Source: an optimization exercise on an open RTL-to-GDS flow (aim: small area and a short achievable clock period). Production flows keep margins and buffers that such runs may drop. In this exercise RTL edits were held to simulation tests only and were not proved equivalent to the original. Power is estimated from default activity; no workload was simulated.

==> flow/design.v (outline; a module is shown in full before it is edited, if it fits) <==
// module calc_fa: 10 lines
// module calc_ha: 9 lines
// module mp_alu: 792 lines
module mp_alu(
    input sys_clk,
    input sys_rst,
    input issue,
    input[2:0] tag3,
    input[2:0] func3,
    input[6:0] flag7,
    input[3:0] shift,
    input[15:0] data_in1,
    input[15:0] data_in2,
    input fwd_en1,
    input fwd_en2,
    input[15:0] fwd_data1,
    input[15:0] fwd_data2,
    output wb,
    output wb32,
    output[31:0] wb_data
);
  // ...
==> flow/flow/run.sh <==
#!/bin/bash

export BUFFER_PORTS_ARGS="-buffer_cell sky130_fd_sc_hd__buf_2"
bash standard.sh > standard_flow.log 2>&1
==> flow/standard.sh <==
#!/bin/bash
# synth_recipe.tcl (not shown) runs the flow's synth.tcl, then flattens the netlist and writes it again
# the make line also repeats each setting of config.mk as NAME=value (left out here)
make -C /OpenROAD-flow-scripts/flow DESIGN_CONFIG=/design/flow/config.mk WORK_HOME=/design/flow/orfs CLKGATE_MAP_FILE= SYNTH_SCRIPT=/design/flow/synth_recipe.tcl "${@:-finish}"
==> flow/config.mk <==
export PLATFORM = sky130hd
export DESIGN_NAME = mp_alu
export DESIGN_NICKNAME = mp_alu
export VERILOG_FILES = /design/flow/design.v
export SDC_FILE = /design/flow/constraint.sdc
export NUM_CORES = 4
export LEC_CHECK = 0
export ABC_AREA = 1
export CAP_MARGIN = 20
export CORE_MARGIN = 2
export CORE_UTILIZATION = 40
export SLEW_MARGIN = 20
export SYNTH_HIERARCHICAL = 1
==> flow/constraint.sdc <==
create_clock -name core_clock -period 16.0 [get_ports {sys_clk}]
set_input_delay 3.2000 -clock core_clock [delete_from_list [all_inputs] [get_ports {sys_clk}]]
set_output_delay 3.2000 -clock core_clock [all_outputs]
set_load 0.01 [all_outputs]
==> results.sh, run 1 <==
export IMPL_final_common_cell="nand2_1"
export IMPL_grt_ovfl_total=0
export IMPL_synth_most_common_cell="nand2_1"
export IMPL_wl_um=50520
export IMPL_post_cts_buffers=0
export IMPL_synth_seq_area_share_pct=6.834
export IMPL_root_buffer="clkbuf_16"
export IMPL_syn_num_nets=2154
export IMPL_setup_violations=0
export IMPL_antenna_found_initial=0
export IMPL_p_int_w=0.0006572
export IMPL_synth_xor_area_share_pct=10.66
export IMPL_yosysWarnings=7
export IMPL_critPathSlowestCell="a2111oi_0"
export IMPL_n_all_inverters=220
export IMPL_top_power_group="combinational logic"
export IMPL_ioPinCount=120
export IMPL_synth_simple_gate_area_share_pct=23.54
export IMPL_clock_power_share_pct=6.5
export IMPL_clock_path_buffers=2
export IMPL_seq_power_w=0.000117
export IMPL_pwr_share_comb_pct=86.4
export IMPL_area_delta_synth_final_pct=9.905
export IMPL_status="finished clean"
export IMPL_diodes=1
export IMPL_met2RoutedLength_um=21950
export IMPL_drt_pass1_iter_count=6
export IMPL_postRouteAntennaNets=0
export IMPL_dieWidth_um=182.0
export IMPL_ff_latch_area_um2=865.8
export IMPL_multi_input_area_um2=10560
export IMPL_stdcell_count=2359
export IMPL_synth_cells=1891
export IMPL_seq_share_pct=6.218
export IMPL_synth_cell_types=63
==> module mp_alu, before the edit <==
module mp_alu(
    input sys_clk,
    input sys_rst,
    input issue,
    input[2:0] tag3,
    input[2:0] func3,
    input[6:0] flag7,
    input[3:0] shift,
    input[15:0] data_in1,
    input[15:0] data_in2,
    input fwd_en1,
    input fwd_en2,
    input[15:0] fwd_data1,
    input[15:0] fwd_data2,
    output wb,
    output wb32,
    output[31:0] wb_data
);
reg         alu_issue;
reg[2:0]    alu_tag3;
reg[2:0]    alu_func3;
reg[3:0]    alu_cmd;
reg[15:0]   alu_data_in1;
reg[15:0]   alu_data_in2;
always @(posedge sys_clk or posedge sys_rst)
begin
    if(sys_rst) alu_issue <= 0;
    else alu_issue <= issue;
end
always @(posedge sys_clk)
begin
    alu_tag3     <= tag3;
    alu_func3    <= func3;
    alu_cmd      <= func3 == 3'b101 ? flag7[3:0] : shift;
    alu_data_in1 <= data_in1;
    alu_data_in2 <= data_in2;
end
wire[15:0] A = fwd_en1 ? fwd_data1 : alu_data_in1;
wire[15:0] B = fwd_en2 ? fwd_data2 : alu_data_in2;
wire[2:0]  MODE = alu_tag3;
wire[3:0]  S = alu_cmd;
wire u_ar = alu_func3 == 3'b000;
wire u_sh = alu_func3 == 3'b010;
wire u_lu = alu_func3 == 3'b001;
wire u_bm = alu_func3 == 3'b101;
wire u_mu = alu_func3 == 3'b011;
wire bm_bfi  = u_bm && MODE == 3'b000;
wire bm_bfx  = u_bm && MODE == 3'b010;
wire bm_cmp  = u_bm && MODE == 3'b011;
wire bm_pack = u_bm && MODE == 3'b111;
wire bm_rev  = u_bm && MODE == 3'b001;
wire bm_clz  = u_bm && MODE == 3'b101;
wire bm_tbe  = u_bm && MODE == 3'b110;
wire ar_add  = u_ar && MODE == 3'b000;
wire ar_sub  = u_ar && MODE == 3'b011;
wire ar_slt  = u_ar && MODE == 3'b100;
wire ar_sltu = u_ar && MODE == 3'b110;
wire ar_mov  = u_ar && MODE[2] && MODE[0];
integer t;
wire       bf   = bm_bfi | bm_bfx;
wire[4:0]  kb   = bm_bfx ? B[3:0] + B[11:8] : {1'b0, B[11:8]};
wire       sext = A[kb[3:0]] & B[12];
reg[15:0]  bf_hi;
always @(*)
    for(t = 0; t < 16; t = t + 1) bf_hi[t] = t > kb[3:0];
wire[15:0] bf_m = (bf && !kb[4]) ? bf_hi : 16'h0;
wire[15:0] X    = (A & ~bf_m) | ({16{sext}} & bf_m);
wire[1:0]  kind = (u_ar | u_sh) ? MODE[2:1] : {1'b0, bm_bfx};
wire[3:0]  K    = (u_ar | (u_sh & MODE[0]) | bm_pack) ? S : bm_cmp ? 4'd0 : B[3:0];
wire       left = kind == 2'b00;
wire[15:0] X1   = left ? {X[0], X[15:1]} : X;
wire[3:0]  r    = left ? ~K : K;
wire[15:0] r0   = r[0] ? {X1[0],    X1[15:1]} : X1;
wire[15:0] r1   = r[1] ? {r0[1:0],  r0[15:2]} : r0;
wire[15:0] r2   = r[2] ? {r1[3:0],  r1[15:4]} : r1;
wire[15:0] rot  = r[3] ? {r2[7:0],  r2[15:8]} : r2;
reg[15:0]  tk, tk_rev;
always @(*)
    for(t = 0; t < 16; t = t + 1) begin
        tk[t] = t < K;
        tk_rev[t] = (15 - t) < K;
    end
wire[15:0] sh_m = left ? tk : (kind != 2'b11) ? tk_rev : 16'h0;
wire[15:0] sh_f = left ? ({16{bm_pack}} & B) : {16{(kind == 2'b10) & X[15]}};
wire[15:0] Sh   = (rot & ~sh_m) | (sh_f & sh_m);
wire       sub  = ar_sub | ar_slt | ar_sltu | bm_cmp;
wire       addb = ar_add | (u_sh & MODE[0]);
wire[15:0] Bop  = sub ? ~B : addb ? B : 16'h0;
wire[15:0] ShM  = u_mu ? 16'h0 : Sh;
wire[15:0] Sum  = mp[15:0];    
wire       sgn  = ar_slt | (bm_cmp & !S[0]);
wire       lt   = (Sh[15] ^ B[15]) ? (sgn ? Sh[15] : B[15]) : Sum[15];
reg[3:0] tt;
always @(*)
    case(MODE)
    3'b000:   tt = 4'b1110;
    3'b100:  tt = 4'b1000;
    3'b010:  tt = 4'b0110;
    3'b001:  tt = 4'b1101;
    3'b101: tt = 4'b0100;
    3'b011: tt = 4'b1001;
    default:   tt = 4'b0000;
    endcase
reg[15:0] lg;
always @(*)
    for(t = 0; t < 16; t = t + 1)
        lg[t] = A[t] ? (B[t] ? tt[3] : tt[2]) : (B[t] ? tt[1] : tt[0]);
reg[4:0] clz;
always @(*)
begin
    clz = 5'd16;
    for(t = 0; t < 16; t = t + 1)
        if(A[t]) clz = 15 - t;
end
reg[15:0] rev;
always @(*)
    for(t = 0; t < 16; t = t + 1) rev[t] = A[15 - t];
wire[15:0] tbe = {{8{A[15:8] != B[15:8]}}, {8{A[7:0] != B[7:0]}}};
wire[15:0] mx  = u_mu ? A : 16'h0;
wire       mxu = u_mu & MODE[1] & A[15];    
wire[16:0] my = {!MODE[0] & B[15], B};
wire m_neg0 = mx[1] & ~(mx[0] & 1'b0);
wire m_one0 = mx[0] ^ 1'b0;
wire m_two0 = (mx[1] & ~mx[0] & ~1'b0) | (~mx[1] & mx[0] & 1'b0);
wire m_neg1 = mx[3] & ~(mx[2] & mx[1]);
wire m_one1 = mx[2] ^ mx[1];
wire m_two1 = (mx[3] & ~mx[2] & ~mx[1]) | (~mx[3] & mx[2] & mx[1]);
wire m_neg2 = mx[5] & ~(mx[4] & mx[3]);
wire m_one2 = mx[4] ^ mx[3];
wire m_two2 = (mx[5] & ~mx[4] & ~mx[3]) | (~mx[5] & mx[4] & mx[3]);
wire m_neg3 = mx[7] & ~(mx[6] & mx[5]);
wire m_one3 = mx[6] ^ mx[5];
wire m_two3 = (mx[7] & ~mx[6] & ~mx[5]) | (~mx[7] & mx[6] & mx[5]);
wire m_neg4 = mx[9] & ~(mx[8] & mx[7]);
wire m_one4 = mx[8] ^ mx[7];
wire m_two4 = (mx[9] & ~mx[8] & ~mx[7]) | (~mx[9] & mx[8] & mx[7]);
wire m_neg5 = mx[11] & ~(mx[10] & mx[9]);
wire m_one5 = mx[10] ^ mx[9];
wire m_two5 = (mx[11] & ~mx[10] & ~mx[9]) | (~mx[11] & mx[10] & mx[9]);
wire m_neg6 = mx[13] & ~(mx[12] & mx[11]);
wire m_one6 = mx[12] ^ mx[11];
wire m_two6 = (mx[13] & ~mx[12] & ~mx[11]) | (~mx[13] & mx[12] & mx[11]);
wire m_neg7 = mx[15] & ~(mx[14] & mx[13]);
wire m_one7 = mx[14] ^ mx[13];
wire m_two7 = (mx[15] & ~mx[14] & ~mx[13]) | (~mx[15] & mx[14] & mx[13]);
wire m_pp0_0 = ((m_one0 & my[0]) | (m_two0 & 1'b0)) ^ m_neg0;
wire m_pp0_1 = ((m_one0 & my[1]) | (m_two0 & my[0])) ^ m_neg0;
wire m_pp0_2 = ((m_one0 & my[2]) | (m_two0 & my[1])) ^ m_neg0;
wire m_pp0_3 = ((m_one0 & my[3]) | (m_two0 & my[2])) ^ m_neg0;
wire m_pp0_4 = ((m_one0 & my[4]) | (m_two0 & my[3])) ^ m_neg0;
wire m_pp0_5 = ((m_one0 & my[5]) | (m_two0 & my[4])) ^ m_neg0;
wire m_pp0_6 = ((m_one0 & my[6]) | (m_two0 & my[5])) ^ m_neg0;
wire m_pp0_7 = ((m_one0 & my[7]) | (m_two0 & my[6])) ^ m_neg0;
wire m_pp0_8 = ((m_one0 & my[8]) | (m_two0 & my[7])) ^ m_neg0;
wire m_pp0_9 = ((m_one0 & my[9]) | (m_two0 & my[8])) ^ m_neg0;
wire m_pp0_10 = ((m_one0 & my[10]) | (m_two0 & my[9])) ^ m_neg0;
wire m_pp0_11 = ((m_one0 & my[11]) | (m_two0 & my[10])) ^ m_neg0;
wire m_pp0_12 = ((m_one0 & my[12]) | (m_two0 & my[11])) ^ m_neg0;
wire m_pp0_13 = ((m_one0 & my[13]) | (m_two0 & my[12])) ^ m_neg0;
wire m_pp0_14 = ((m_one0 & my[14]) | (m_two0 & my[13])) ^ m_neg0;
wire m_pp0_15 = ((m_one0 & my[15]) | (m_two0 & my[14])) ^ m_neg0;
wire m_pp0_16 = ((m_one0 & my[16]) | (m_two0 & my[15])) ^ m_neg0;
wire m_pp0_17 = ((m_one0 & my[16]) | (m_two0 & my[16])) ^ m_neg0;
wire m_pp1_0 = ((m_one1 & my[0]) | (m_two1 & 1'b0)) ^ m_neg1;
wire m_pp1_1 = ((m_one1 & my[1]) | (m_two1 & my[0])) ^ m_neg1;
wire m_pp1_2 = ((m_one1 & my[2]) | (m_two1 & my[1])) ^ m_neg1;
wire m_pp1_3 = ((m_one1 & my[3]) | (m_two1 & my[2])) ^ m_neg1;
wire m_pp1_4 = ((m_one1 & my[4]) | (m_two1 & my[3])) ^ m_neg1;
wire m_pp1_5 = ((m_one1 & my[5]) | (m_two1 & my[4])) ^ m_neg1;
wire m_pp1_6 = ((m_one1 & my[6]) | (m_two1 & my[5])) ^ m_neg1;
wire m_pp1_7 = ((m_one1 & my[7]) | (m_two1 & my[6])) ^ m_neg1;
wire m_pp1_8 = ((m_one1 & my[8]) | (m_two1 & my[7])) ^ m_neg1;
wire m_pp1_9 = ((m_one1 & my[9]) | (m_two1 & my[8])) ^ m_neg1;
wire m_pp1_10 = ((m_one1 & my[10]) | (m_two1 & my[9])) ^ m_neg1;
wire m_pp1_11 = ((m_one1 & my[11]) | (m_two1 & my[10])) ^ m_neg1;
wire m_pp1_12 = ((m_one1 & my[12]) | (m_two1 & my[11])) ^ m_neg1;
wire m_pp1_13 = ((m_one1 & my[13]) | (m_two1 & my[12])) ^ m_neg1;
wire m_pp1_14 = ((m_one1 & my[14]) | (m_two1 & my[13])) ^ m_neg1;
wire m_pp1_15 = ((m_one1 & my[15]) | (m_two1 & my[14])) ^ m_neg1;
wire m_pp1_16 = ((m_one1 & my[16]) | (m_two1 & my[15])) ^ m_neg1;
wire m_pp1_17 = ((m_one1 & my[16]) | (m_two1 & my[16])) ^ m_neg1;
wire m_pp2_0 = ((m_one2 & my[0]) | (m_two2 & 1'b0)) ^ m_neg2;
wire m_pp2_1 = ((m_one2 & my[1]) | (m_two2 & my[0])) ^ m_neg2;
wire m_pp2_2 = ((m_one2 & my[2]) | (m_two2 & my[1])) ^ m_neg2;
wire m_pp2_3 = ((m_one2 & my[3]) | (m_two2 & my[2])) ^ m_neg2;
wire m_pp2_4 = ((m_one2 & my[4]) | (m_two2 & my[3])) ^ m_neg2;
wire m_pp2_5 = ((m_one2 & my[5]) | (m_two2 & my[4])) ^ m_neg2;
wire m_pp2_6 = ((m_one2 & my[6]) | (m_two2 & my[5])) ^ m_neg2;
wire m_pp2_7 = ((m_one2 & my[7]) | (m_two2 & my[6])) ^ m_neg2;
wire m_pp2_8 = ((m_one2 & my[8]) | (m_two2 & my[7])) ^ m_neg2;
wire m_pp2_9 = ((m_one2 & my[9]) | (m_two2 & my[8])) ^ m_neg2;
wire m_pp2_10 = ((m_one2 & my[10]) | (m_two2 & my[9])) ^ m_neg2;
wire m_pp2_11 = ((m_one2 & my[11]) | (m_two2 & my[10])) ^ m_neg2;
wire m_pp2_12 = ((m_one2 & my[12]) | (m_two2 & my[11])) ^ m_neg2;
wire m_pp2_13 = ((m_one2 & my[13]) | (m_two2 & my[12])) ^ m_neg2;
wire m_pp2_14 = ((m_one2 & my[14]) | (m_two2 & my[13])) ^ m_neg2;
wire m_pp2_15 = ((m_one2 & my[15]) | (m_two2 & my[14])) ^ m_neg2;
wire m_pp2_16 = ((m_one2 & my[16]) | (m_two2 & my[15])) ^ m_neg2;
wire m_pp2_17 = ((m_one2 & my[16]) | (m_two2 & my[16])) ^ m_neg2;
wire m_pp3_0 = ((m_one3 & my[0]) | (m_two3 & 1'b0)) ^ m_neg3;
wire m_pp3_1 = ((m_one3 & my[1]) | (m_two3 & my[0])) ^ m_neg3;
wire m_pp3_2 = ((m_one3 & my[2]) | (m_two3 & my[1])) ^ m_neg3;
wire m_pp3_3 = ((m_one3 & my[3]) | (m_two3 & my[2])) ^ m_neg3;
wire m_pp3_4 = ((m_one3 & my[4]) | (m_two3 & my[3])) ^ m_neg3;
wire m_pp3_5 = ((m_one3 & my[5]) | (m_two3 & my[4])) ^ m_neg3;
wire m_pp3_6 = ((m_one3 & my[6]) | (m_two3 & my[5])) ^ m_neg3;
wire m_pp3_7 = ((m_one3 & my[7]) | (m_two3 & my[6])) ^ m_neg3;
wire m_pp3_8 = ((m_one3 & my[8]) | (m_two3 & my[7])) ^ m_neg3;
wire m_pp3_9 = ((m_one3 & my[9]) | (m_two3 & my[8])) ^ m_neg3;
wire m_pp3_10 = ((m_one3 & my[10]) | (m_two3 & my[9])) ^ m_neg3;
wire m_pp3_11 = ((m_one3 & my[11]) | (m_two3 & my[10])) ^ m_neg3;
wire m_pp3_12 = ((m_one3 & my[12]) | (m_two3 & my[11])) ^ m_neg3;
wire m_pp3_13 = ((m_one3 & my[13]) | (m_two3 & my[12])) ^ m_neg3;
wire m_pp3_14 = ((m_one3 & my[14]) | (m_two3 & my[13])) ^ m_neg3;
wire m_pp3_15 = ((m_one3 & my[15]) | (m_two3 & my[14])) ^ m_neg3;
wire m_pp3_16 = ((m_one3 & my[16]) | (m_two3 & my[15])) ^ m_neg3;
wire m_pp3_17 = ((m_one3 & my[16]) | (m_two3 & my[16])) ^ m_neg3;
wire m_pp4_0 = ((m_one4 & my[0]) | (m_two4 & 1'b0)) ^ m_neg4;
wire m_pp4_1 = ((m_one4 & my[1]) | (m_two4 & my[0])) ^ m_neg4;
wire m_pp4_2 = ((m_one4 & my[2]) | (m_two4 & my[1])) ^ m_neg4;
wire m_pp4_3 = ((m_one4 & my[3]) | (m_two4 & my[2])) ^ m_neg4;
wire m_pp4_4 = ((m_one4 & my[4]) | (m_two4 & my[3])) ^ m_neg4;
wire m_pp4_5 = ((m_one4 & my[5]) | (m_two4 & my[4])) ^ m_neg4;
wire m_pp4_6 = ((m_one4 & my[6]) | (m_two4 & my[5])) ^ m_neg4;
wire m_pp4_7 = ((m_one4 & my[7]) | (m_two4 & my[6])) ^ m_neg4;
wire m_pp4_8 = ((m_one4 & my[8]) | (m_two4 & my[7])) ^ m_neg4;
wire m_pp4_9 = ((m_one4 & my[9]) | (m_two4 & my[8])) ^ m_neg4;
wire m_pp4_10 = ((m_one4 & my[10]) | (m_two4 & my[9])) ^ m_neg4;
wire m_pp4_11 = ((m_one4 & my[11]) | (m_two4 & my[10])) ^ m_neg4;
wire m_pp4_12 = ((m_one4 & my[12]) | (m_two4 & my[11])) ^ m_neg4;
wire m_pp4_13 = ((m_one4 & my[13]) | (m_two4 & my[12])) ^ m_neg4;
wire m_pp4_14 = ((m_one4 & my[14]) | (m_two4 & my[13])) ^ m_neg4;
wire m_pp4_15 = ((m_one4 & my[15]) | (m_two4 & my[14])) ^ m_neg4;
wire m_pp4_16 = ((m_one4 & my[16]) | (m_two4 & my[15])) ^ m_neg4;
wire m_pp4_17 = ((m_one4 & my[16]) | (m_two4 & my[16])) ^ m_neg4;
wire m_pp5_0 = ((m_one5 & my[0]) | (m_two5 & 1'b0)) ^ m_neg5;
wire m_pp5_1 = ((m_one5 & my[1]) | (m_two5 & my[0])) ^ m_neg5;
wire m_pp5_2 = ((m_one5 & my[2]) | (m_two5 & my[1])) ^ m_neg5;
wire m_pp5_3 = ((m_one5 & my[3]) | (m_two5 & my[2])) ^ m_neg5;
wire m_pp5_4 = ((m_one5 & my[4]) | (m_two5 & my[3])) ^ m_neg5;
wire m_pp5_5 = ((m_one5 & my[5]) | (m_two5 & my[4])) ^ m_neg5;
wire m_pp5_6 = ((m_one5 & my[6]) | (m_two5 & my[5])) ^ m_neg5;
wire m_pp5_7 = ((m_one5 & my[7]) | (m_two5 & my[6])) ^ m_neg5;
wire m_pp5_8 = ((m_one5 & my[8]) | (m_two5 & my[7])) ^ m_neg5;
wire m_pp5_9 = ((m_one5 & my[9]) | (m_two5 & my[8])) ^ m_neg5;
wire m_pp5_10 = ((m_one5 & my[10]) | (m_two5 & my[9])) ^ m_neg5;
wire m_pp5_11 = ((m_one5 & my[11]) | (m_two5 & my[10])) ^ m_neg5;
wire m_pp5_12 = ((m_one5 & my[12]) | (m_two5 & my[11])) ^ m_neg5;
wire m_pp5_13 = ((m_one5 & my[13]) | (m_two5 & my[12])) ^ m_neg5;
wire m_pp5_14 = ((m_one5 & my[14]) | (m_two5 & my[13])) ^ m_neg5;
wire m_pp5_15 = ((m_one5 & my[15]) | (m_two5 & my[14])) ^ m_neg5;
wire m_pp5_16 = ((m_one5 & my[16]) | (m_two5 & my[15])) ^ m_neg5;
wire m_pp5_17 = ((m_one5 & my[16]) | (m_two5 & my[16])) ^ m_neg5;
wire m_pp6_0 = ((m_one6 & my[0]) | (m_two6 & 1'b0)) ^ m_neg6;
wire m_pp6_1 = ((m_one6 & my[1]) | (m_two6 & my[0])) ^ m_neg6;
wire m_pp6_2 = ((m_one6 & my[2]) | (m_two6 & my[1])) ^ m_neg6;
wire m_pp6_3 = ((m_one6 & my[3]) | (m_two6 & my[2])) ^ m_neg6;
wire m_pp6_4 = ((m_one6 & my[4]) | (m_two6 & my[3])) ^ m_neg6;
wire m_pp6_5 = ((m_one6 & my[5]) | (m_two6 & my[4])) ^ m_neg6;
wire m_pp6_6 = ((m_one6 & my[6]) | (m_two6 & my[5])) ^ m_neg6;
wire m_pp6_7 = ((m_one6 & my[7]) | (m_two6 & my[6])) ^ m_neg6;
wire m_pp6_8 = ((m_one6 & my[8]) | (m_two6 & my[7])) ^ m_neg6;
wire m_pp6_9 = ((m_one6 & my[9]) | (m_two6 & my[8])) ^ m_neg6;
wire m_pp6_10 = ((m_one6 & my[10]) | (m_two6 & my[9])) ^ m_neg6;
wire m_pp6_11 = ((m_one6 & my[11]) | (m_two6 & my[10])) ^ m_neg6;
wire m_pp6_12 = ((m_one6 & my[12]) | (m_two6 & my[11])) ^ m_neg6;
wire m_pp6_13 = ((m_one6 & my[13]) | (m_two6 & my[12])) ^ m_neg6;
wire m_pp6_14 = ((m_one6 & my[14]) | (m_two6 & my[13])) ^ m_neg6;
wire m_pp6_15 = ((m_one6 & my[15]) | (m_two6 & my[14])) ^ m_neg6;
wire m_pp6_16 = ((m_one6 & my[16]) | (m_two6 & my[15])) ^ m_neg6;
wire m_pp6_17 = ((m_one6 & my[16]) | (m_two6 & my[16])) ^ m_neg6;
wire m_pp7_0 = ((m_one7 & my[0]) | (m_two7 & 1'b0)) ^ m_neg7;
wire m_pp7_1 = ((m_one7 & my[1]) | (m_two7 & my[0])) ^ m_neg7;
wire m_pp7_2 = ((m_one7 & my[2]) | (m_two7 & my[1])) ^ m_neg7;
wire m_pp7_3 = ((m_one7 & my[3]) | (m_two7 & my[2])) ^ m_neg7;
wire m_pp7_4 = ((m_one7 & my[4]) | (m_two7 & my[3])) ^ m_neg7;
wire m_pp7_5 = ((m_one7 & my[5]) | (m_two7 & my[4])) ^ m_neg7;
wire m_pp7_6 = ((m_one7 & my[6]) | (m_two7 & my[5])) ^ m_neg7;
wire m_pp7_7 = ((m_one7 & my[7]) | (m_two7 & my[6])) ^ m_neg7;
wire m_pp7_8 = ((m_one7 & my[8]) | (m_two7 & my[7])) ^ m_neg7;
wire m_pp7_9 = ((m_one7 & my[9]) | (m_two7 & my[8])) ^ m_neg7;
wire m_pp7_10 = ((m_one7 & my[10]) | (m_two7 & my[9])) ^ m_neg7;
wire m_pp7_11 = ((m_one7 & my[11]) | (m_two7 & my[10])) ^ m_neg7;
wire m_pp7_12 = ((m_one7 & my[12]) | (m_two7 & my[11])) ^ m_neg7;
wire m_pp7_13 = ((m_one7 & my[13]) | (m_two7 & my[12])) ^ m_neg7;
wire m_pp7_14 = ((m_one7 & my[14]) | (m_two7 & my[13])) ^ m_neg7;
wire m_pp7_15 = ((m_one7 & my[15]) | (m_two7 & my[14])) ^ m_neg7;
wire m_pp7_16 = ((m_one7 & my[16]) | (m_two7 & my[15])) ^ m_neg7;
wire m_pp7_17 = ((m_one7 & my[16]) | (m_two7 & my[16])) ^ m_neg7;
wire m_px_16 = my[0] & mxu;
wire m_px_17 = my[1] & mxu;
wire m_px_18 = my[2] & mxu;
wire m_px_19 = my[3] & mxu;
wire m_px_20 = my[4] & mxu;
wire m_px_21 = my[5] & mxu;
wire m_px_22 = my[6] & mxu;
wire m_px_23 = my[7] & mxu;
wire m_px_24 = my[8] & mxu;
wire m_px_25 = my[9] & mxu;
wire m_px_26 = my[10] & mxu;
wire m_px_27 = my[11] & mxu;
wire m_px_28 = my[12] & mxu;
wire m_px_29 = my[13] & mxu;
wire m_px_30 = my[14] & mxu;
wire m_px_31 = my[15] & mxu;
wire m_k1 = ~m_px_17;
wire m_k2 = ~m_px_17;
wire m_k3 = ~m_px_20;
wire m_k4 = ~m_px_22;
wire m_k5 = ~m_px_24;
wire m_k6 = ~m_px_26;
wire m_k7 = ~m_px_28;
wire m_k8 = ~m_px_30;
wire m_s9, m_c10;
calc_ha m_s9_ha(.a(m_pp0_10), .b(m_pp1_8), .s(m_s9), .co(m_c10));
wire m_s11, m_c12;
calc_ha m_s11_ha(.a(m_pp0_11), .b(m_pp1_9), .s(m_s11), .co(m_c12));
wire m_s13, m_c14;
calc_fa m_s13_fa(.a(m_pp0_12), .b(m_pp1_10), .c(m_pp2_8), .s(m_s13), .co(m_c14));
wire m_s15, m_c16;
calc_ha m_s15_ha(.a(m_pp3_6), .b(m_pp4_4), .s(m_s15), .co(m_c16));
wire m_s17, m_c18;
calc_fa m_s17_fa(.a(m_pp0_13), .b(m_pp1_11), .c(m_pp2_9), .s(m_s17), .co(m_c18));
wire m_s19, m_c20;
calc_ha m_s19_ha(.a(m_pp3_7), .b(m_pp4_5), .s(m_s19), .co(m_c20));
wire m_s21, m_c22;
calc_fa m_s21_fa(.a(m_pp0_14), .b(m_pp1_12), .c(m_pp2_10), .s(m_s21), .co(m_c22));
wire m_s23, m_c24;
calc_fa m_s23_fa(.a(m_pp3_8), .b(m_pp4_6), .c(m_pp5_4), .s(m_s23), .co(m_c24));
wire m_s25, m_c26;
calc_ha m_s25_ha(.a(m_pp6_2), .b(m_pp7_0), .s(m_s25), .co(m_c26));
wire m_s27, m_c28;
calc_fa m_s27_fa(.a(m_pp0_15), .b(m_pp1_13), .c(m_pp2_11), .s(m_s27), .co(m_c28));
wire m_s29, m_c30;
calc_fa m_s29_fa(.a(m_pp3_9), .b(m_pp4_7), .c(m_pp5_5), .s(m_s29), .co(m_c30));
wire m_s31, m_c32;
calc_ha m_s31_ha(.a(m_pp6_3), .b(m_pp7_1), .s(m_s31), .co(m_c32));
wire m_s33, m_c34;
calc_fa m_s33_fa(.a(m_pp0_16), .b(m_pp1_14), .c(m_pp2_12), .s(m_s33), .co(m_c34));
wire m_s35, m_c36;
calc_fa m_s35_fa(.a(m_pp3_10), .b(m_pp4_8), .c(m_pp5_6), .s(m_s35), .co(m_c36));
wire m_s37, m_c38;
calc_fa m_s37_fa(.a(m_pp6_4), .b(m_pp7_2), .c(m_px_16), .s(m_s37), .co(m_c38));
wire m_s39, m_c40;
calc_fa m_s39_fa(.a(~m_pp0_17), .b(m_pp1_15), .c(m_pp2_13), .s(m_s39), .co(m_c40));
wire m_s41, m_c42;
calc_fa m_s41_fa(.a(m_pp3_11), .b(m_pp4_9), .c(m_pp5_7), .s(m_s41), .co(m_c42));
wire m_s43, m_c44;
calc_fa m_s43_fa(.a(m_pp6_5), .b(m_pp7_3), .c(m_k1), .s(m_s43), .co(m_c44));
wire m_s45, m_c46;
calc_fa m_s45_fa(.a(m_pp1_16), .b(m_pp2_14), .c(m_pp3_12), .s(m_s45), .co(m_c46));
wire m_s47, m_c48;
calc_fa m_s47_fa(.a(m_pp4_10), .b(m_pp5_8), .c(m_pp6_6), .s(m_s47), .co(m_c48));
wire m_s49, m_c50;
calc_fa m_s49_fa(.a(m_pp7_4), .b(m_px_18), .c(m_k2), .s(m_s49), .co(m_c50));
wire m_s51, m_c52;
calc_fa m_s51_fa(.a(~m_pp1_17), .b(m_pp2_15), .c(m_pp3_13), .s(m_s51), .co(m_c52));
wire m_s53, m_c54;
calc_fa m_s53_fa(.a(m_pp4_11), .b(m_pp5_9), .c(m_pp6_7), .s(m_s53), .co(m_c54));
wire m_s55, m_c56;
calc_fa m_s55_fa(.a(m_pp7_5), .b(m_px_19), .c(m_px_17), .s(m_s55), .co(m_c56));
wire m_s57, m_c58;
calc_fa m_s57_fa(.a(m_pp2_16), .b(m_pp3_14), .c(m_pp4_12), .s(m_s57), .co(m_c58));
wire m_s59, m_c60;
calc_fa m_s59_fa(.a(m_pp5_10), .b(m_pp6_8), .c(m_pp7_6), .s(m_s59), .co(m_c60));
wire m_s61, m_c62;
calc_fa m_s61_fa(.a(~m_pp2_17), .b(m_pp3_15), .c(m_pp4_13), .s(m_s61), .co(m_c62));
wire m_s63, m_c64;
calc_fa m_s63_fa(.a(m_pp5_11), .b(m_pp6_9), .c(m_pp7_7), .s(m_s63), .co(m_c64));
wire m_s65, m_c66;
calc_fa m_s65_fa(.a(m_pp3_16), .b(m_pp4_14), .c(m_pp5_12), .s(m_s65), .co(m_c66));
wire m_s67, m_c68;
calc_fa m_s67_fa(.a(~m_pp3_17), .b(m_pp4_15), .c(m_pp5_13), .s(m_s67), .co(m_c68));
wire m_s69, m_c70;
calc_ha m_s69_ha(.a(m_pp0_6), .b(m_pp1_4), .s(m_s69), .co(m_c70));
wire m_s71, m_c72;
calc_ha m_s71_ha(.a(m_pp0_7), .b(m_pp1_5), .s(m_s71), .co(m_c72));
wire m_s73, m_c74;
calc_fa m_s73_fa(.a(m_pp0_8), .b(m_pp1_6), .c(m_pp2_4), .s(m_s73), .co(m_c74));
wire m_s75, m_c76;
calc_ha m_s75_ha(.a(m_pp3_2), .b(m_pp4_0), .s(m_s75), .co(m_c76));
wire m_s77, m_c78;
calc_fa m_s77_fa(.a(m_pp0_9), .b(m_pp1_7), .c(m_pp2_5), .s(m_s77), .co(m_c78));
wire m_s79, m_c80;
calc_ha m_s79_ha(.a(m_pp3_3), .b(m_pp4_1), .s(m_s79), .co(m_c80));
wire m_s81, m_c82;
calc_fa m_s81_fa(.a(m_s9), .b(m_pp2_6), .c(m_pp3_4), .s(m_s81), .co(m_c82));
wire m_s83, m_c84;
calc_fa m_s83_fa(.a(m_pp4_2), .b(m_pp5_0), .c(m_neg5), .s(m_s83), .co(m_c84));
wire m_s85, m_c86;
calc_fa m_s85_fa(.a(m_s11), .b(m_pp2_7), .c(m_pp3_5), .s(m_s85), .co(m_c86));
wire m_s87, m_c88;
calc_fa m_s87_fa(.a(m_pp4_3), .b(m_pp5_1), .c(m_c10), .s(m_s87), .co(m_c88));
wire m_s89, m_c90;
calc_fa m_s89_fa(.a(m_s13), .b(m_s15), .c(m_pp5_2), .s(m_s89), .co(m_c90));
wire m_s91, m_c92;
calc_fa m_s91_fa(.a(m_pp6_0), .b(m_neg6), .c(m_c12), .s(m_s91), .co(m_c92));
wire m_s93, m_c94;
calc_fa m_s93_fa(.a(m_s17), .b(m_s19), .c(m_pp5_3), .s(m_s93), .co(m_c94));
wire m_s95, m_c96;
calc_fa m_s95_fa(.a(m_pp6_1), .b(m_c14), .c(m_c16), .s(m_s95), .co(m_c96));
wire m_s97, m_c98;
calc_fa m_s97_fa(.a(m_s21), .b(m_s23), .c(m_s25), .s(m_s97), .co(m_c98));
wire m_s99, m_c100;
calc_fa m_s99_fa(.a(m_neg7), .b(m_c18), .c(m_c20), .s(m_s99), .co(m_c100));
wire m_s101, m_c102;
calc_fa m_s101_fa(.a(m_s27), .b(m_s29), .c(m_s31), .s(m_s101), .co(m_c102));
wire m_s103, m_c104;
calc_fa m_s103_fa(.a(m_c22), .b(m_c24), .c(m_c26), .s(m_s103), .co(m_c104));
wire m_s105, m_c106;
calc_fa m_s105_fa(.a(m_s33), .b(m_s35), .c(m_s37), .s(m_s105), .co(m_c106));
wire m_s107, m_c108;
calc_fa m_s107_fa(.a(m_c28), .b(m_c30), .c(m_c32), .s(m_s107), .co(m_c108));
wire m_s109, m_c110;
calc_fa m_s109_fa(.a(m_s39), .b(m_s41), .c(m_s43), .s(m_s109), .co(m_c110));
wire m_s111, m_c112;
calc_fa m_s111_fa(.a(m_c34), .b(m_c36), .c(m_c38), .s(m_s111), .co(m_c112));
wire m_s113, m_c114;
calc_fa m_s113_fa(.a(m_s45), .b(m_s47), .c(m_s49), .s(m_s113), .co(m_c114));
wire m_s115, m_c116;
calc_fa m_s115_fa(.a(m_c40), .b(m_c42), .c(m_c44), .s(m_s115), .co(m_c116));
wire m_s117, m_c118;
calc_fa m_s117_fa(.a(m_s51), .b(m_s53), .c(m_s55), .s(m_s117), .co(m_c118));
wire m_s119, m_c120;
calc_fa m_s119_fa(.a(m_c46), .b(m_c48), .c(m_c50), .s(m_s119), .co(m_c120));
wire m_s121, m_c122;
calc_fa m_s121_fa(.a(m_s57), .b(m_s59), .c(m_k3), .s(m_s121), .co(m_c122));
wire m_s123, m_c124;
calc_fa m_s123_fa(.a(m_c52), .b(m_c54), .c(m_c56), .s(m_s123), .co(m_c124));
wire m_s125, m_c126;
calc_fa m_s125_fa(.a(m_s61), .b(m_s63), .c(m_px_21), .s(m_s125), .co(m_c126));
wire m_s127, m_c128;
calc_fa m_s127_fa(.a(m_px_20), .b(m_c58), .c(m_c60), .s(m_s127), .co(m_c128));
wire m_s129, m_c130;
calc_fa m_s129_fa(.a(m_s65), .b(m_pp6_10), .c(m_pp7_8), .s(m_s129), .co(m_c130));
wire m_s131, m_c132;
calc_fa m_s131_fa(.a(m_k4), .b(m_c62), .c(m_c64), .s(m_s131), .co(m_c132));
wire m_s133, m_c134;
calc_fa m_s133_fa(.a(m_s67), .b(m_pp6_11), .c(m_pp7_9), .s(m_s133), .co(m_c134));
wire m_s135, m_c136;
calc_fa m_s135_fa(.a(m_px_23), .b(m_px_22), .c(m_c66), .s(m_s135), .co(m_c136));
wire m_s137, m_c138;
calc_fa m_s137_fa(.a(m_pp4_16), .b(m_pp5_14), .c(m_pp6_12), .s(m_s137), .co(m_c138));
wire m_s139, m_c140;
calc_fa m_s139_fa(.a(m_pp7_10), .b(m_k5), .c(m_c68), .s(m_s139), .co(m_c140));
wire m_s141, m_c142;
calc_fa m_s141_fa(.a(~m_pp4_17), .b(m_pp5_15), .c(m_pp6_13), .s(m_s141), .co(m_c142));
wire m_s143, m_c144;
calc_fa m_s143_fa(.a(m_pp7_11), .b(m_px_25), .c(m_px_24), .s(m_s143), .co(m_c144));
wire m_s145, m_c146;
calc_fa m_s145_fa(.a(m_pp5_16), .b(m_pp6_14), .c(m_pp7_12), .s(m_s145), .co(m_c146));
wire m_s147, m_c148;
calc_fa m_s147_fa(.a(~m_pp5_17), .b(m_pp6_15), .c(m_pp7_13), .s(m_s147), .co(m_c148));
wire m_s149, m_c150;
calc_ha m_s149_ha(.a(m_pp0_4), .b(m_pp1_2), .s(m_s149), .co(m_c150));
wire m_s151, m_c152;
calc_ha m_s151_ha(.a(m_pp0_5), .b(m_pp1_3), .s(m_s151), .co(m_c152));
wire m_s153, m_c154;
calc_fa m_s153_fa(.a(m_s69), .b(m_pp2_2), .c(m_pp3_0), .s(m_s153), .co(m_c154));
wire m_s155, m_c156;
calc_fa m_s155_fa(.a(m_s71), .b(m_pp2_3), .c(m_pp3_1), .s(m_s155), .co(m_c156));
wire m_s157, m_c158;
calc_fa m_s157_fa(.a(m_s73), .b(m_s75), .c(m_neg4), .s(m_s157), .co(m_c158));
wire m_s159, m_c160;
calc_fa m_s159_fa(.a(m_s77), .b(m_s79), .c(m_c74), .s(m_s159), .co(m_c160));
wire m_s161, m_c162;
calc_fa m_s161_fa(.a(m_s81), .b(m_s83), .c(m_c78), .s(m_s161), .co(m_c162));
wire m_s163, m_c164;
calc_fa m_s163_fa(.a(m_s85), .b(m_s87), .c(m_c82), .s(m_s163), .co(m_c164));
wire m_s165, m_c166;
calc_fa m_s165_fa(.a(m_s89), .b(m_s91), .c(m_c86), .s(m_s165), .co(m_c166));
wire m_s167, m_c168;
calc_fa m_s167_fa(.a(m_s93), .b(m_s95), .c(m_c90), .s(m_s167), .co(m_c168));
wire m_s169, m_c170;
calc_fa m_s169_fa(.a(m_s97), .b(m_s99), .c(m_c94), .s(m_s169), .co(m_c170));
wire m_s171, m_c172;
calc_fa m_s171_fa(.a(m_s101), .b(m_s103), .c(m_c98), .s(m_s171), .co(m_c172));
wire m_s173, m_c174;
calc_fa m_s173_fa(.a(m_s105), .b(m_s107), .c(m_c102), .s(m_s173), .co(m_c174));
wire m_s175, m_c176;
calc_fa m_s175_fa(.a(m_s109), .b(m_s111), .c(m_c106), .s(m_s175), .co(m_c176));
wire m_s177, m_c178;
calc_fa m_s177_fa(.a(m_s113), .b(m_s115), .c(m_c110), .s(m_s177), .co(m_c178));
wire m_s179, m_c180;
calc_fa m_s179_fa(.a(m_s117), .b(m_s119), .c(m_c114), .s(m_s179), .co(m_c180));
wire m_s181, m_c182;
calc_fa m_s181_fa(.a(m_s121), .b(m_s123), .c(m_c118), .s(m_s181), .co(m_c182));
wire m_s183, m_c184;
calc_fa m_s183_fa(.a(m_s125), .b(m_s127), .c(m_c122), .s(m_s183), .co(m_c184));
wire m_s185, m_c186;
calc_fa m_s185_fa(.a(m_s129), .b(m_s131), .c(m_c126), .s(m_s185), .co(m_c186));
wire m_s187, m_c188;
calc_fa m_s187_fa(.a(m_s133), .b(m_s135), .c(m_c130), .s(m_s187), .co(m_c188));
wire m_s189, m_c190;
calc_fa m_s189_fa(.a(m_s137), .b(m_s139), .c(m_c134), .s(m_s189), .co(m_c190));
wire m_s191, m_c192;
calc_fa m_s191_fa(.a(m_s141), .b(m_s143), .c(m_c138), .s(m_s191), .co(m_c192));
wire m_s193, m_c194;
calc_fa m_s193_fa(.a(m_s145), .b(m_k6), .c(m_c142), .s(m_s193), .co(m_c194));
wire m_s195, m_c196;
calc_fa m_s195_fa(.a(m_s147), .b(m_px_27), .c(m_px_26), .s(m_s195), .co(m_c196));
wire m_s197, m_c198;
calc_fa m_s197_fa(.a(m_pp6_16), .b(m_pp7_14), .c(m_k7), .s(m_s197), .co(m_c198));
wire m_s199, m_c200;
calc_fa m_s199_fa(.a(~m_pp6_17), .b(m_pp7_15), .c(m_px_29), .s(m_s199), .co(m_c200));
wire m_s201, m_c202;
calc_ha m_s201_ha(.a(m_pp0_2), .b(m_pp1_0), .s(m_s201), .co(m_c202));
wire m_s203, m_c204;
calc_ha m_s203_ha(.a(m_pp0_3), .b(m_pp1_1), .s(m_s203), .co(m_c204));
wire m_s205, m_c206;
calc_fa m_s205_fa(.a(m_s149), .b(m_pp2_0), .c(m_neg2), .s(m_s205), .co(m_c206));
wire m_s207, m_c208;
calc_fa m_s207_fa(.a(m_s151), .b(m_pp2_1), .c(m_c150), .s(m_s207), .co(m_c208));
wire m_s209, m_c210;
calc_fa m_s209_fa(.a(m_s153), .b(m_neg3), .c(m_c152), .s(m_s209), .co(m_c210));
wire m_s211, m_c212;
calc_fa m_s211_fa(.a(m_s155), .b(m_c70), .c(m_c154), .s(m_s211), .co(m_c212));
wire m_s213, m_c214;
calc_fa m_s213_fa(.a(m_s157), .b(m_c72), .c(m_c156), .s(m_s213), .co(m_c214));
wire m_s215, m_c216;
calc_fa m_s215_fa(.a(m_s159), .b(m_c76), .c(m_c158), .s(m_s215), .co(m_c216));
wire m_s217, m_c218;
calc_fa m_s217_fa(.a(m_s161), .b(m_c80), .c(m_c160), .s(m_s217), .co(m_c218));
wire m_s219, m_c220;
calc_fa m_s219_fa(.a(m_s163), .b(m_c84), .c(m_c162), .s(m_s219), .co(m_c220));
wire m_s221, m_c222;
calc_fa m_s221_fa(.a(m_s165), .b(m_c88), .c(m_c164), .s(m_s221), .co(m_c222));
wire m_s223, m_c224;
calc_fa m_s223_fa(.a(m_s167), .b(m_c92), .c(m_c166), .s(m_s223), .co(m_c224));
wire m_s225, m_c226;
calc_fa m_s225_fa(.a(m_s169), .b(m_c96), .c(m_c168), .s(m_s225), .co(m_c226));
wire m_s227, m_c228;
calc_fa m_s227_fa(.a(m_s171), .b(m_c100), .c(m_c170), .s(m_s227), .co(m_c228));
wire m_s229, m_c230;
calc_fa m_s229_fa(.a(m_s173), .b(m_c104), .c(m_c172), .s(m_s229), .co(m_c230));
wire m_s231, m_c232;
calc_fa m_s231_fa(.a(m_s175), .b(m_c108), .c(m_c174), .s(m_s231), .co(m_c232));
wire m_s233, m_c234;
calc_fa m_s233_fa(.a(m_s177), .b(m_c112), .c(m_c176), .s(m_s233), .co(m_c234));
wire m_s235, m_c236;
calc_fa m_s235_fa(.a(m_s179), .b(m_c116), .c(m_c178), .s(m_s235), .co(m_c236));
wire m_s237, m_c238;
calc_fa m_s237_fa(.a(m_s181), .b(m_c120), .c(m_c180), .s(m_s237), .co(m_c238));
wire m_s239, m_c240;
calc_fa m_s239_fa(.a(m_s183), .b(m_c124), .c(m_c182), .s(m_s239), .co(m_c240));
wire m_s241, m_c242;
calc_fa m_s241_fa(.a(m_s185), .b(m_c128), .c(m_c184), .s(m_s241), .co(m_c242));
wire m_s243, m_c244;
calc_fa m_s243_fa(.a(m_s187), .b(m_c132), .c(m_c186), .s(m_s243), .co(m_c244));
wire m_s245, m_c246;
calc_fa m_s245_fa(.a(m_s189), .b(m_c136), .c(m_c188), .s(m_s245), .co(m_c246));
wire m_s247, m_c248;
calc_fa m_s247_fa(.a(m_s191), .b(m_c140), .c(m_c190), .s(m_s247), .co(m_c248));
wire m_s249, m_c250;
calc_fa m_s249_fa(.a(m_s193), .b(m_c144), .c(m_c192), .s(m_s249), .co(m_c250));
wire m_s251, m_c252;
calc_fa m_s251_fa(.a(m_s195), .b(m_c146), .c(m_c194), .s(m_s251), .co(m_c252));
wire m_s253, m_c254;
calc_fa m_s253_fa(.a(m_s197), .b(m_c148), .c(m_c196), .s(m_s253), .co(m_c254));
wire m_s255, m_c256;
calc_fa m_s255_fa(.a(m_s199), .b(m_px_28), .c(m_c198), .s(m_s255), .co(m_c256));
wire m_s257, m_c258;
calc_fa m_s257_fa(.a(m_pp7_16), .b(m_k8), .c(m_c200), .s(m_s257), .co(m_c258));
wire m_s259, m_c260;
calc_fa m_s259_fa(.a(~m_pp7_17), .b(m_px_31), .c(m_px_30), .s(m_s259), .co(m_c260));
wire[31:0] m_ut = {m_s259, m_s257, m_s255, m_s253, m_s251, m_s249, m_s247, m_s245, m_s243, m_s241, m_s239, m_s237, m_s235, m_s233, m_s231, m_s229, m_s227, m_s225, m_s223, m_s221, m_s219, m_s217, m_s215, m_s213, m_s211, m_s209, m_s207, m_s205, m_s203, m_s201, m_pp0_1, m_pp0_0};
wire[31:0] m_vt = {m_c258, m_c256, m_c254, m_c252, m_c250, m_c248, m_c246, m_c244, m_c242, m_c240, m_c238, m_c236, m_c234, m_c232, m_c230, m_c228, m_c226, m_c224, m_c222, m_c220, m_c218, m_c216, m_c214, m_c212, m_c210, m_c208, m_c206, m_c204, m_c202, m_neg1, 1'b0, m_neg0};
wire[31:0] m_u = {m_ut[31:16], m_ut[15:0] | ShM};
wire[31:0] m_v = {m_vt[31:16], m_vt[15:0] | Bop};
wire[31:0] m_g0 = m_u & m_v;
wire[31:0] m_p0 = m_u ^ m_v;
wire m_g0c = m_g0[0] | (m_p0[0] & sub);
wire m_pg261_g = m_g0[1] | (m_p0[1] & m_g0c);
wire m_pg261_p = m_p0[1] & m_p0[0];
wire m_pg262_g = m_g0[3] | (m_p0[3] & m_g0[2]);
wire m_pg262_p = m_p0[3] & m_p0[2];
wire m_pg263_g = m_g0[5] | (m_p0[5] & m_g0[4]);
wire m_pg263_p = m_p0[5] & m_p0[4];
wire m_pg264_g = m_g0[7] | (m_p0[7] & m_g0[6]);
wire m_pg264_p = m_p0[7] & m_p0[6];
wire m_pg265_g = m_g0[9] | (m_p0[9] & m_g0[8]);
wire m_pg265_p = m_p0[9] & m_p0[8];
wire m_pg266_g = m_g0[11] | (m_p0[11] & m_g0[10]);
wire m_pg266_p = m_p0[11] & m_p0[10];
wire m_pg267_g = m_g0[13] | (m_p0[13] & m_g0[12]);
wire m_pg267_p = m_p0[13] & m_p0[12];
wire m_pg268_g = m_g0[15] | (m_p0[15] & m_g0[14]);
wire m_pg268_p = m_p0[15] & m_p0[14];
wire m_pg269_g = m_g0[17] | (m_p0[17] & m_g0[16]);
wire m_pg269_p = m_p0[17] & m_p0[16];
wire m_pg270_g = m_g0[19] | (m_p0[19] & m_g0[18]);
wire m_pg270_p = m_p0[19] & m_p0[18];
wire m_pg271_g = m_g0[21] | (m_p0[21] & m_g0[20]);
wire m_pg271_p = m_p0[21] & m_p0[20];
wire m_pg272_g = m_g0[23] | (m_p0[23] & m_g0[22]);
wire m_pg272_p = m_p0[23] & m_p0[22];
wire m_pg273_g = m_g0[25] | (m_p0[25] & m_g0[24]);
wire m_pg273_p = m_p0[25] & m_p0[24];
wire m_pg274_g = m_g0[27] | (m_p0[27] & m_g0[26]);
wire m_pg274_p = m_p0[27] & m_p0[26];
wire m_pg275_g = m_g0[29] | (m_p0[29] & m_g0[28]);
wire m_pg275_p = m_p0[29] & m_p0[28];
wire m_pg276_g = m_g0[31] | (m_p0[31] & m_g0[30]);
wire m_pg276_p = m_p0[31] & m_p0[30];
wire m_pg277_g = m_g0[2] | (m_p0[2] & m_pg261_g);
wire m_pg277_p = m_p0[2] & m_pg261_p;
wire m_pg278_g = m_pg262_g | (m_pg262_p & m_pg261_g);
wire m_pg278_p = m_pg262_p & m_pg261_p;
wire m_pg279_g = m_g0[6] | (m_p0[6] & m_pg263_g);
wire m_pg279_p = m_p0[6] & m_pg263_p;
wire m_pg280_g = m_pg264_g | (m_pg264_p & m_pg263_g);
wire m_pg280_p = m_pg264_p & m_pg263_p;
wire m_pg281_g = m_g0[10] | (m_p0[10] & m_pg265_g);
wire m_pg281_p = m_p0[10] & m_pg265_p;
wire m_pg282_g = m_pg266_g | (m_pg266_p & m_pg265_g);
wire m_pg282_p = m_pg266_p & m_pg265_p;
wire m_pg283_g = m_g0[14] | (m_p0[14] & m_pg267_g);
wire m_pg283_p = m_p0[14] & m_pg267_p;
wire m_pg284_g = m_pg268_g | (m_pg268_p & m_pg267_g);
wire m_pg284_p = m_pg268_p & m_pg267_p;
wire m_pg285_g = m_g0[18] | (m_p0[18] & m_pg269_g);
wire m_pg285_p = m_p0[18] & m_pg269_p;
wire m_pg286_g = m_pg270_g | (m_pg270_p & m_pg269_g);
wire m_pg286_p = m_pg270_p & m_pg269_p;
wire m_pg287_g = m_g0[22] | (m_p0[22] & m_pg271_g);
wire m_pg287_p = m_p0[22] & m_pg271_p;
wire m_pg288_g = m_pg272_g | (m_pg272_p & m_pg271_g);
wire m_pg288_p = m_pg272_p & m_pg271_p;
wire m_pg289_g = m_g0[26] | (m_p0[26] & m_pg273_g);
wire m_pg289_p = m_p0[26] & m_pg273_p;
wire m_pg290_g = m_pg274_g | (m_pg274_p & m_pg273_g);
wire m_pg290_p = m_pg274_p & m_pg273_p;
wire m_pg291_g = m_g0[30] | (m_p0[30] & m_pg275_g);
wire m_pg291_p = m_p0[30] & m_pg275_p;
wire m_pg292_g = m_pg276_g | (m_pg276_p & m_pg275_g);
wire m_pg292_p = m_pg276_p & m_pg275_p;
wire m_pg293_g = m_g0[4] | (m_p0[4] & m_pg278_g);
wire m_pg293_p = m_p0[4] & m_pg278_p;
wire m_pg294_g = m_pg263_g | (m_pg263_p & m_pg278_g);
wire m_pg294_p = m_pg263_p & m_pg278_p;
wire m_pg295_g = m_pg279_g | (m_pg279_p & m_pg278_g);
wire m_pg295_p = m_pg279_p & m_pg278_p;
wire m_pg296_g = m_pg280_g | (m_pg280_p & m_pg278_g);
wire m_pg296_p = m_pg280_p & m_pg278_p;
wire m_pg297_g = m_g0[12] | (m_p0[12] & m_pg282_g);
wire m_pg297_p = m_p0[12] & m_pg282_p;
wire m_pg298_g = m_pg267_g | (m_pg267_p & m_pg282_g);
wire m_pg298_p = m_pg267_p & m_pg282_p;
wire m_pg299_g = m_pg283_g | (m_pg283_p & m_pg282_g);
wire m_pg299_p = m_pg283_p & m_pg282_p;
wire m_pg300_g = m_pg284_g | (m_pg284_p & m_pg282_g);
wire m_pg300_p = m_pg284_p & m_pg282_p;
wire m_pg301_g = m_g0[20] | (m_p0[20] & m_pg286_g);
wire m_pg301_p = m_p0[20] & m_pg286_p;
wire m_pg302_g = m_pg271_g | (m_pg271_p & m_pg286_g);
wire m_pg302_p = m_pg271_p & m_pg286_p;
wire m_pg303_g = m_pg287_g | (m_pg287_p & m_pg286_g);
wire m_pg303_p = m_pg287_p & m_pg286_p;
wire m_pg304_g = m_pg288_g | (m_pg288_p & m_pg286_g);
wire m_pg304_p = m_pg288_p & m_pg286_p;
wire m_pg305_g = m_g0[28] | (m_p0[28] & m_pg290_g);
wire m_pg305_p = m_p0[28] & m_pg290_p;
wire m_pg306_g = m_pg275_g | (m_pg275_p & m_pg290_g);
wire m_pg306_p = m_pg275_p & m_pg290_p;
wire m_pg307_g = m_pg291_g | (m_pg291_p & m_pg290_g);
wire m_pg307_p = m_pg291_p & m_pg290_p;
wire m_pg308_g = m_pg292_g | (m_pg292_p & m_pg290_g);
wire m_pg308_p = m_pg292_p & m_pg290_p;
wire m_pg309_g = m_g0[8] | (m_p0[8] & m_pg296_g);
wire m_pg309_p = m_p0[8] & m_pg296_p;
wire m_pg310_g = m_pg265_g | (m_pg265_p & m_pg296_g);
wire m_pg310_p = m_pg265_p & m_pg296_p;
wire m_pg311_g = m_pg281_g | (m_pg281_p & m_pg296_g);
wire m_pg311_p = m_pg281_p & m_pg296_p;
wire m_pg312_g = m_pg282_g | (m_pg282_p & m_pg296_g);
wire m_pg312_p = m_pg282_p & m_pg296_p;
wire m_pg313_g = m_pg297_g | (m_pg297_p & m_pg296_g);
wire m_pg313_p = m_pg297_p & m_pg296_p;
wire m_pg314_g = m_pg298_g | (m_pg298_p & m_pg296_g);
wire m_pg314_p = m_pg298_p & m_pg296_p;
wire m_pg315_g = m_pg299_g | (m_pg299_p & m_pg296_g);
wire m_pg315_p = m_pg299_p & m_pg296_p;
wire m_pg316_g = m_pg300_g | (m_pg300_p & m_pg296_g);
wire m_pg316_p = m_pg300_p & m_pg296_p;
wire m_pg317_g = m_g0[24] | (m_p0[24] & m_pg304_g);
wire m_pg317_p = m_p0[24] & m_pg304_p;
wire m_pg318_g = m_pg273_g | (m_pg273_p & m_pg304_g);
wire m_pg318_p = m_pg273_p & m_pg304_p;
wire m_pg319_g = m_pg289_g | (m_pg289_p & m_pg304_g);
wire m_pg319_p = m_pg289_p & m_pg304_p;
wire m_pg320_g = m_pg290_g | (m_pg290_p & m_pg304_g);
wire m_pg320_p = m_pg290_p & m_pg304_p;
wire m_pg321_g = m_pg305_g | (m_pg305_p & m_pg304_g);
wire m_pg321_p = m_pg305_p & m_pg304_p;
wire m_pg322_g = m_pg306_g | (m_pg306_p & m_pg304_g);
wire m_pg322_p = m_pg306_p & m_pg304_p;
wire m_pg323_g = m_pg307_g | (m_pg307_p & m_pg304_g);
wire m_pg323_p = m_pg307_p & m_pg304_p;
wire m_pg324_g = m_pg308_g | (m_pg308_p & m_pg304_g);
wire m_pg324_p = m_pg308_p & m_pg304_p;
wire m_pg325_g = m_g0[16] | (m_p0[16] & m_pg316_g);
wire m_pg325_p = m_p0[16] & m_pg316_p;
wire m_pg326_g = m_pg269_g | (m_pg269_p & m_pg316_g);
wire m_pg326_p = m_pg269_p & m_pg316_p;
wire m_pg327_g = m_pg285_g | (m_pg285_p & m_pg316_g);
wire m_pg327_p = m_pg285_p & m_pg316_p;
wire m_pg328_g = m_pg286_g | (m_pg286_p & m_pg316_g);
wire m_pg328_p = m_pg286_p & m_pg316_p;
wire m_pg329_g = m_pg301_g | (m_pg301_p & m_pg316_g);
wire m_pg329_p = m_pg301_p & m_pg316_p;
wire m_pg330_g = m_pg302_g | (m_pg302_p & m_pg316_g);
wire m_pg330_p = m_pg302_p & m_pg316_p;
wire m_pg331_g = m_pg303_g | (m_pg303_p & m_pg316_g);
wire m_pg331_p = m_pg303_p & m_pg316_p;
wire m_pg332_g = m_pg304_g | (m_pg304_p & m_pg316_g);
wire m_pg332_p = m_pg304_p & m_pg316_p;
wire m_pg333_g = m_pg317_g | (m_pg317_p & m_pg316_g);
wire m_pg333_p = m_pg317_p & m_pg316_p;
wire m_pg334_g = m_pg318_g | (m_pg318_p & m_pg316_g);
wire m_pg334_p = m_pg318_p & m_pg316_p;
wire m_pg335_g = m_pg319_g | (m_pg319_p & m_pg316_g);
wire m_pg335_p = m_pg319_p & m_pg316_p;
wire m_pg336_g = m_pg320_g | (m_pg320_p & m_pg316_g);
wire m_pg336_p = m_pg320_p & m_pg316_p;
wire m_pg337_g = m_pg321_g | (m_pg321_p & m_pg316_g);
wire m_pg337_p = m_pg321_p & m_pg316_p;
wire m_pg338_g = m_pg322_g | (m_pg322_p & m_pg316_g);
wire m_pg338_p = m_pg322_p & m_pg316_p;
wire m_pg339_g = m_pg323_g | (m_pg323_p & m_pg316_g);
wire m_pg339_p = m_pg323_p & m_pg316_p;
wire m_pg340_g = m_pg324_g | (m_pg324_p & m_pg316_g);
wire m_pg340_p = m_pg324_p & m_pg316_p;
wire[31:0] mp;
assign mp[0] = m_p0[0] ^ sub;
assign mp[1] = m_p0[1] ^ m_g0c;
assign mp[2] = m_p0[2] ^ m_pg261_g;
assign mp[3] = m_p0[3] ^ m_pg277_g;
assign mp[4] = m_p0[4] ^ m_pg278_g;
assign mp[5] = m_p0[5] ^ m_pg293_g;
assign mp[6] = m_p0[6] ^ m_pg294_g;
assign mp[7] = m_p0[7] ^ m_pg295_g;
assign mp[8] = m_p0[8] ^ m_pg296_g;
assign mp[9] = m_p0[9] ^ m_pg309_g;
assign mp[10] = m_p0[10] ^ m_pg310_g;
assign mp[11] = m_p0[11] ^ m_pg311_g;
assign mp[12] = m_p0[12] ^ m_pg312_g;
assign mp[13] = m_p0[13] ^ m_pg313_g;
assign mp[14] = m_p0[14] ^ m_pg314_g;
assign mp[15] = m_p0[15] ^ m_pg315_g;
assign mp[16] = m_p0[16] ^ m_pg316_g;
assign mp[17] = m_p0[17] ^ m_pg325_g;
assign mp[18] = m_p0[18] ^ m_pg326_g;
assign mp[19] = m_p0[19] ^ m_pg327_g;
assign mp[20] = m_p0[20] ^ m_pg328_g;
assign mp[21] = m_p0[21] ^ m_pg329_g;
assign mp[22] = m_p0[22] ^ m_pg330_g;
assign mp[23] = m_p0[23] ^ m_pg331_g;
assign mp[24] = m_p0[24] ^ m_pg332_g;
assign mp[25] = m_p0[25] ^ m_pg333_g;
assign mp[26] = m_p0[26] ^ m_pg334_g;
assign mp[27] = m_p0[27] ^ m_pg335_g;
assign mp[28] = m_p0[28] ^ m_pg336_g;
assign mp[29] = m_p0[29] ^ m_pg337_g;
assign mp[30] = m_p0[30] ^ m_pg338_g;
assign mp[31] = m_p0[31] ^ m_pg339_g;
wire sel_sum = ar_add | ar_sub | u_sh | bf | bm_pack;
wire sel_lt  = ar_slt | ar_sltu;
wire sel_a   = bm_cmp & (lt ^ S[1]);
wire sel_b   = ar_mov | (bm_cmp & !(lt ^ S[1]));
wire mu_hi   = u_mu & MODE[2];
wire mu_lo   = u_mu & !MODE[2];
wire alu_zero = A == 16'h0;
wire alu_wb   = !u_ar || (
                MODE == 3'b101 ?  alu_zero : (
                MODE == 3'b111 ? !alu_zero :
                1'b1));
wire alu_wb32 = u_ar ? !MODE[2] & (MODE[1] ^ MODE[0]) : (
                u_mu ? !MODE[2] & (MODE[1] | MODE[0]) : 0);
assign wb   = alu_issue && alu_wb;
assign wb32 = alu_issue && alu_wb32;
assign wb_data[15:0] = ({16{sel_sum | mu_lo}} & mp[15:0])
                     | {15'h0, sel_lt & lt}
                     | ({16{sel_a}} & A)
                     | ({16{sel_b}} & B)
                     | ({16{u_lu}} & lg)
                     | ({16{bm_rev}} & rev)
                     | ({16{bm_clz}} & {11'h0, clz})
                     | ({16{bm_tbe}} & tbe)
                     | ({16{mu_hi}} & mp[31:16])
;
assign wb_data[31:16] = {16{mu_lo}} & mp[31:16];
endmodule
==> inputs of run 2 (changes only) <==
--- a/flow/design.v
+++ b/flow/design.v
@@ -87,9 +87,8 @@
 wire[1:0]  kind = (u_ar | u_sh) ? MODE[2:1] : {1'b0, bm_bfx};
 wire[3:0]  K    = (u_ar | (u_sh & MODE[0]) | bm_pack) ? S : bm_cmp ? 4'd0 : B[3:0];
 wire       left = kind == 2'b00;
-wire[15:0] X1   = left ? {X[0], X[15:1]} : X;
-wire[3:0]  r    = left ? ~K : K;
-wire[15:0] r0   = r[0] ? {X1[0],    X1[15:1]} : X1;
+wire[3:0]  r    = left ? -K : K;
+wire[15:0] r0   = r[0] ? {X[0],     X[15:1]} : X;
 wire[15:0] r1   = r[1] ? {r0[1:0],  r0[15:2]} : r0;
 wire[15:0] r2   = r[2] ? {r1[3:0],  r1[15:4]} : r1;
 wire[15:0] rot  = r[3] ? {r2[7:0],  r2[15:8]} : r2;
--- a/flow/config.mk
+++ b/flow/config.mk
@@ -9,5 +9,7 @@
 export CAP_MARGIN = 20
 export CORE_MARGIN = 2
 export CORE_UTILIZATION = 40
+export SETUP_SLACK_MARGIN = 3
 export SLEW_MARGIN = 20
 export SYNTH_HIERARCHICAL = 1
+export TNS_END_PERCENT = 0
==> run 2 against run 1 <==
Utilization is 5.1 points higher. Hold slack lost 0.0074 ns. Wire length up 3.2%. Sequential power is essentially flat. Global-route usage rose by 0.37 points. Non-clock buffer count up 82. Die area fell by 0.99%. Combinational power rose by 16%.
==> results.sh, run 2 <==
export IMPL_numCtsBuffers=5
export IMPL_crit_fanout=32
export IMPL_area_delta_synth_final_pct=21.27
export IMPL_rows=64
export IMPL_path_clk_slew_ns=0.06
export IMPL_drt_pass1_iter_count=6
export IMPL_postRouteAntennaNets=0
export IMPL_multi_input_area_um2=11000
export IMPL_die_area_um2=32780
export IMPL_netlist_area_um2=12540
export IMPL_synth_most_common_cell="nand2_1"
export IMPL_synthFlopType="dfxtp_1"
export IMPL_timing_final_ws_setup_ns=2.905
export IMPL_hp_class="in -> async"
export IMPL_grt_pass1_vias=13660
export IMPL_fin_nets=2265
export IMPL_die_y_um=181.1
export IMPL_most_common_layout_cells="276 x nand2_1, 183 x inv_1, 133 x xor2_1"
export IMPL_synth_edff_count=0
export IMPL_drv_slew=0
export IMPL_synthTopCellsByCount="290 x nand2_1, 201 x inv_1, 144 x o21ai_0, 141 x nor2_1, 137 x xor2_1"
export IMPL_grt_ovfl_total=0
export IMPL_root_buffer="clkbuf_16"
export IMPL_yosys_area_top_type="fa_1"
export IMPL_ff_latch_area_um2=865.8
export IMPL_timing_final_crit_share_pct=81.84
export IMPL_antenna_found_initial=2
export IMPL_cts_hold_buf=0
export IMPL_start_util_pct=40.78
export IMPL_layout_drive_gt1_share_pct=23.69
export IMPL_fin_setup_tns_ns=0
export IMPL_setup_violations=0
export IMPL_status="finished clean"
export IMPL_hpwl_um=38030
export IMPL_slew_headroom_pct=24.54
export IMPL_critPathLaunchType="input port"
export IMPL_tightestPinTransition_ns=1.103
export IMPL_grt_max_degree=36
export IMPL_drc=0
export IMPL_drtIter0Drc=1480
export IMPL_synth_cells=1845
export IMPL_maxCapViolations=0
export IMPL_synth_top_area_share_pct=19.00
export IMPL_netlist_top_cells_area="fa_1 19%, xor2_1 9.6%, nand2_1 8.7%"
export IMPL_ys_seq_elements=43
export IMPL_syn_num_nets=2110
export IMPL_synth_simple_gate_area_share_pct=22.76
export IMPL_crit_path_max_incr_delay_ns=0.62
export IMPL_dieWidth_um=181.1
export IMPL_ioPinCount=120
export IMPL_period_needed_ns=13.09
export IMPL_synth_xor_area_share_pct=10.63
export IMPL_vias_per_cell=5.960
export IMPL_place_ws_ns=1.334
export IMPL_synth_compound_area_share_pct=23.92
export IMPL_grt_pass1_wl_um=79360
export IMPL_grt_setup_unrepaired="true"
export IMPL_gp_congestion=1.030
export IMPL_via_count=14290
export IMPL_leakagePower_nw=7.571
export IMPL_reg_largest_list="alu_data_in1 (16), alu_data_in2 (16), alu_cmd (4)"
export IMPL_synth_fa_ha_area_share_pct=24.98
export IMPL_crit_type="in -> out"
export IMPL_required_ns=12.80
export IMPL_htree_levels=2
export IMPL_synthMuxAreaShare_pct=0.4390
export IMPL_clock_path_buffers=2
export IMPL_power_per_cell_area_nw_per_um2=122.9
export IMPL_cts_sinks=43
export IMPL_cp_endpoint="wb_data[0]"
export IMPL_async_reset_ff_share_pct=2.326
export IMPL_yosysWarnings=7
export IMPL_vdd_drop_max_uv=134.7
export IMPL_core_um2=30750
export IMPL_synth_seq_area_share_pct=6.904
export IMPL_crit_path_start="fwd_en1"
export IMPL_portBuffers=116
export IMPL_cp_end_kind="output pin"
export IMPL_tritoncts="yes"
export IMPL_final_common_cell="nand2_1"
export IMPL_finalHoldViolations=0
export IMPL_max_freq_ghz=0.07637
export IMPL_cp_data_arrival_time_ns=9.89
export IMPL_grt_usage_pct=30.95
export IMPL_diodes=0
export IMPL_cp_common_cell="fa_1"
export IMPL_wl_per_cell_um=21.75
export IMPL_synth_cell_types=61
export IMPL_synth_top_family_by_area="adder cells"
export IMPL_critPathSlowestCell="fa_2"
export IMPL_synth_area_per_cell_um2=6.797
export IMPL_wl_um=52130
export IMPL_fillers=3161
## run 2: modules after synthesis, one instance, submodules excluded
module | flops+latches | area (um^2)
calc_ha | 0 | 12.51
calc_fa | 0 | 20.02
mp_alu | 43 | 10120
## run 2: power breakdown
part / switching [W] / internal (W)
Combinational: 0.00104 / 0.000611
Sequential: 0.00000390 / 0.000113
Clock: 0.0000435 / 0.0000624
## run 2: what timing repair did
item | in CTS | in global routing
cloned | 1 | 3
setup buffers | 41 | 40
resized for setup | 88 | 109
pin swaps | 16 | 49
setup endpoints to repair | 32 | 29
## run 2: how the worst min path moves through the flow
stage,from,end,slack (ns),cells after the start
6_report,sys_rst,alu_issue,2.73,2
4_1_cts,sys_rst,alu_issue,2.73,2
5_1_grt,sys_rst,alu_issue,2.74,2
2_1_floorplan,sys_rst,alu_issue,2.93,1
3_5_place_dp,sys_rst,alu_issue,3.04,2
3_3_place_gp,sys_rst,alu_issue,3.03,2
## run 2: metal layers
| layer | GRT usage, % | up-vias | wire [um] |
|---|---|---|---|
| met5 | 0 | - | 28 |
| met4 | 13.50 | 4 | 2229 |
| met3 | 3.951 | 135 | 4804 |
| met2 | 48.29 | 817 | 23130 |
| met1 | 42.97 | 6790 | 21930 |
| li1 | - | 6539 | - |
## run 2: worst max-delay path, delay by kind of cell
family | cells | cell delay [ns]
fa+ha+maj | 7 | 3.31
compound gates | 7 | 1.22
xor+xnor | 1 | 0.19
buf+inv | 9 | 1.17
simple gates | 8 | 0.76
## run 2: kinds of logic after synthesis
group / after synthesis
xor+xnor: 150
compound gates: 498
mux: 5
flops: 43
fa+ha+maj: 179
buf+inv: 332
simple gates: 638
## run 2: area by class of cell
class	instances	area share, %
Inverter	221	5.915
Clock inverter	2	0.1070
Sequential cell	43	5.693
Timing Repair inverter	3	0.1234
Clock buffer	6	0.9132
Tap cell	396	3.258
Multi-Input combinational cell	1471	72.36
Timing Repair Buffer	255	11.63
## run 2: per-stage QoR
stage / utilization, % / hold slack [ns] / total power [W] / instances / area, um^2
2_1_floorplan: - / 2.929 / 0.001053 / 1845 / 12540
3_3_place_gp: 44.33 / 3.032 / 0.001510 / 2304 / 13630
3_5_place_dp: 44.33 / 3.035 / 0.001532 / 2304 / 13630
4_1_cts: 46.97 / 2.730 / 0.001742 / 2354 / 14440
5_1_grt: 49.46 / 2.741 / 0.002023 / 2397 / 15210
6_report: 49.46 / 2.727 / 0.001869 / 2397 / 15210

Check on run 2: ideal ports give 2.905 ns setup slack; a clkbuf_16 on the clock port and buf_2 on the inputs give 2.856 ns; moving port delays by the midpoint clock arrival (0.324 ns) as well gives 2.856 ns.
